This design comes from an exercise in tuning for small area, a short achievable clock period and few clock cycles per item on the open sky130 flow, not from production work.
Only simulation tests tie the RTL to the original design; equivalence was not proved.
Power is estimated from default activity; no workload was simulated.

the baseline:
// wallace_multi
module wallace_multi (
    input clk,
    input rst,
    input [15:0] a,
    input [15:0] b,
    output reg [31:0] p,
    output reg done
);
Settings: LEC_CHECK=0, CAP_MARGIN=20, CORE_MARGIN=2, CORE_UTILIZATION=40, CTS_BUF_LIST=sky130_fd_sc_hd__clkbuf_8, CTS_CLUSTER_DIAMETER=80, CTS_CLUSTER_SIZE=16, SETUP_SLACK_MARGIN=2.0, SLEW_MARGIN=20, SYNTH_HIERARCHICAL=1; clock period 4.0 ns.
standard.sh (not shown) runs the stock make flow with config.mk's settings and CLKGATE_MAP_FILE= SYNTH_SCRIPT=/design/flow/synth_recipe.tcl, a recipe that flattens the netlist after the stock synthesis.
==> flow/flow/run.sh <==
#!/bin/bash
set -euo pipefail
export BUFFER_PORTS_ARGS="-buffer_cell sky130_fd_sc_hd__buf_1"
bash standard.sh finish > orfs_make.log 2>&1
The baseline ended with every stage complete and zero timing, DRC or antenna violations.
Testbench counts of the baseline, summed over its fixed seeds: cycles 16,024, items 16,000.
Modified inputs, the candidate compared to the baseline
- swapping 2.0 for 1.9 in SETUP_SLACK_MARGIN
- swapping 40 for 50 in CORE_UTILIZATION
Notes after the runs:
The baseline → the candidate: cell area down about 4.7%; worst hold slack up 0.0049 ns.
Between the candidate and the baseline, the difference in register-to-register slack is negligible.
Worst vdd rail ir drop: the candidate better than the baseline
The candidate ended up with fewer standard cells than the baseline.
Taking the baseline as the reference, in the candidate total power has decreased, total global routing track utilization has increased, sequential share of layout area has increased, maximum operating frequency has remained practically unchanged, setup slack has remained practically unchanged.
The candidate went all the way through synthesis, placement and routing and the layout is clean on timing, DRC and antenna.

wallace_multi, a different RTL version from the one above (not shown whole).
Size in the first run: ~840 cells after synthesis, ~67 I/O pins.
==> flow/config.mk <==
export PLATFORM = sky130hd
export DESIGN_NAME = wallace_multi
export DESIGN_NICKNAME = wallace_multi
export VERILOG_FILES = /design/flow/design.v
export SDC_FILE = /design/flow/constraint.sdc
export NUM_CORES = 4
export LEC_CHECK = 0
export CAP_MARGIN = 20
export CORE_MARGIN = 2
export CORE_UTILIZATION = 40
export CTS_BUF_LIST = sky130_fd_sc_hd__clkbuf_4
export CTS_CLUSTER_DIAMETER = 60
export CTS_CLUSTER_SIZE = 10
export SETUP_SLACK_MARGIN = 1.6
export SLEW_MARGIN = 20
export SYNTH_HIERARCHICAL = 1
==> flow/constraint.sdc <==
create_clock -name core_clock -period 4.0 [get_ports {clk}]
set_input_delay 0.8000 -clock core_clock [delete_from_list [all_inputs] [get_ports {clk}]]
set_output_delay 0.8000 -clock core_clock [all_outputs]
set_load 0.01 [all_outputs]
==> flow/flow/run.sh <==
#!/bin/bash
set -euo pipefail
export BUFFER_PORTS_ARGS="-buffer_cell sky130_fd_sc_hd__buf_2"
bash standard.sh finish > orfs_make.log 2>&1
Testbench counts at the start, summed over its fixed seeds: cycles 16,024, items 16,000.
Edit:
- CORE_UTILIZATION: 40 -> 60
- CTS_BUF_LIST: sky130_fd_sc_hd__clkbuf_4 -> not set
- CTS_CLUSTER_DIAMETER: 60 -> not set
- CTS_CLUSTER_SIZE: 10 -> not set
After rerunning: The new run went through all stages and came out clean. Global-route usage came out higher by 7.1 points. Clock skew came out lower by 0.017 ns. Sequential cell count stays the same. Area after synthesis is unchanged.
Edit:
- CORE_UTILIZATION: 60 -> 40
=>
- The new run finished clean
- global-route usage drops by 7.1 points
- sequential share of layout area drops by 0.62 points
- wire length climbs by 3.0%
- design area climbs by 1.9%
- clock power climbs by 11%
- non-clock buffer count drops by 1

Setup of wip/lagoon:
wallace_multi, a different RTL version from the one above (not shown whole).
Size in the first run: about 820 cells after synthesis, about 230 flip-flops, roughly 67 I/O pins, roughly 0.011 sq mm of cells after synthesis.
==> flow/config.mk <==
export PLATFORM = sky130hd
export DESIGN_NAME = wallace_multi
export DESIGN_NICKNAME = wallace_multi
export VERILOG_FILES = /design/flow/design.v
export SDC_FILE = /design/flow/constraint.sdc
export NUM_CORES = 4
export LEC_CHECK = 0
export CAP_MARGIN = 20
export CORE_MARGIN = 2
export CORE_UTILIZATION = 40
export CTS_BUF_LIST = sky130_fd_sc_hd__clkbuf_8
export CTS_CLUSTER_DIAMETER = 80
export CTS_CLUSTER_SIZE = 16
export SETUP_SLACK_MARGIN = 1.6
export SLEW_MARGIN = 20
export SYNTH_HIERARCHICAL = 1
==> flow/constraint.sdc <==
create_clock -name core_clock -period 4.0 [get_ports {clk}]
set_input_delay 0.8000 -clock core_clock [delete_from_list [all_inputs] [get_ports {clk}]]
set_output_delay 0.8000 -clock core_clock [all_outputs]
set_load 0.01 [all_outputs]
Scripts as last shown in full above: flow/flow/run.sh
Testbench counts of wip/lagoon, summed over its fixed seeds: cycles 16,024, items 16,000.
Setup changes, wip/lagoon to wip/willow
==> flow/flow/run.sh <==
#!/bin/bash
set -euo pipefail
export BUFFER_PORTS_ARGS="-buffer_cell sky130_fd_sc_hd__buf_1"
bash standard.sh finish > orfs_make.log 2>&1
--- a/flow/config.mk
+++ b/flow/config.mk
@@ -14 +14 @@
-export SETUP_SLACK_MARGIN = 1.6
+export SETUP_SLACK_MARGIN = 1.8
Results
wip/willow: setup fix buffers added after clock tree synthesis 6 above wip/lagoon
Higher area added between synthesis and finish was reported by wip/willow, not wip/lagoon.
[wip/willow vs wip/lagoon] design area: higher in wip/willow
Core utilization of the finished layout sits higher in wip/willow than in wip/lagoon.
Compared to wip/lagoon, wip/willow has count of cell instances traversed by the critical path 1 higher.
For the share of final layout cell area taken by clock buffers and inverters, wip/willow came in 0.43 points higher than wip/lagoon did.
Compared with wip/lagoon, wip/willow supports a higher clock frequency.
Looking at number of clock buffer instances in the layout, wip/willow sits 1 higher than wip/lagoon does.
For wip/onyx, these inputs were changed with respect to wip/willow:
==> flow/flow/run.sh <==
#!/bin/bash
set -euo pipefail
export BUFFER_PORTS_ARGS="-buffer_cell sky130_fd_sc_hd__buf_2"
bash standard.sh finish > orfs_make.log 2>&1
--- a/flow/config.mk
+++ b/flow/config.mk
@@ -14 +14 @@
-export SETUP_SLACK_MARGIN = 1.8
+export SETUP_SLACK_MARGIN = 2.0
==> comparison <==
The global-route usage over all layers in wip/onyx sits 0.82 points above the value recorded for wip/willow.
In the tables for wip/willow and wip/onyx, post-route standard cell area excluding fillers reads lower with wip/willow.
From wip/willow to wip/onyx the numbers moved as follows: leakage dissipation picked up an extra about 7%; aggregate routed wire length increased about 5.4%; number of stages on the worst setup path up 1; area growth from synthesis to layout shows an increase of 7.2 points.
Going from wip/willow to wip/onyx, non-filler instance count after layout shows an increase of 33; clock slew at the register clock pins of the worst setup and hold paths shows no meaningful change; CTS H-tree depth shows no meaningful change.

## port drivers added, routing unchanged
No port has a modelled driver above. Below, the same layouts with a new extraction and two added sets of constraints. Step 1 (the two cells are an assumption about what drives the block):
set clk [get_ports {clk}]
set_driving_cell -lib_cell sky130_fd_sc_hd__clkbuf_16 $clk
set_driving_cell -lib_cell sky130_fd_sc_hd__buf_2 [delete_from_list [all_inputs] $clk]
Step 2, shift: input delay + t, output delay - t, t = (earliest + latest rising clock arrival at the registers) / 2. This alone moves slack from input paths to output paths. a / b / c = no drivers / after step 1 / after step 2; a / b = the first two.
run	shift t [ns]	setup WS [ns]	worst setup path at the end	worst data-port slew with drivers (ns)
the baseline	0.560	1.911 / 1.911 / 1.911	register to register	0.05
the candidate	0.552	1.912 / 1.912 / 1.912	register to register	0.05
the first run of note 2	0.728	1.573 / 1.573 / 1.573	register to register	0.04
the second run of note 2	0.558	1.525 / 1.525 / 1.525	register to register	0.04
the third run of note 2	0.563	1.595 / 1.595 / 1.595	register to register	0.04
wip/lagoon	0.559	1.621 / 1.621 / 1.621	register to register	0.04
wip/willow	0.558	1.813 / 1.813 / 1.813	register to register	0.05
wip/onyx	0.566	1.814 / 1.814 / 1.814	register to register	0.04
After both steps every run listed still meets setup and hold.
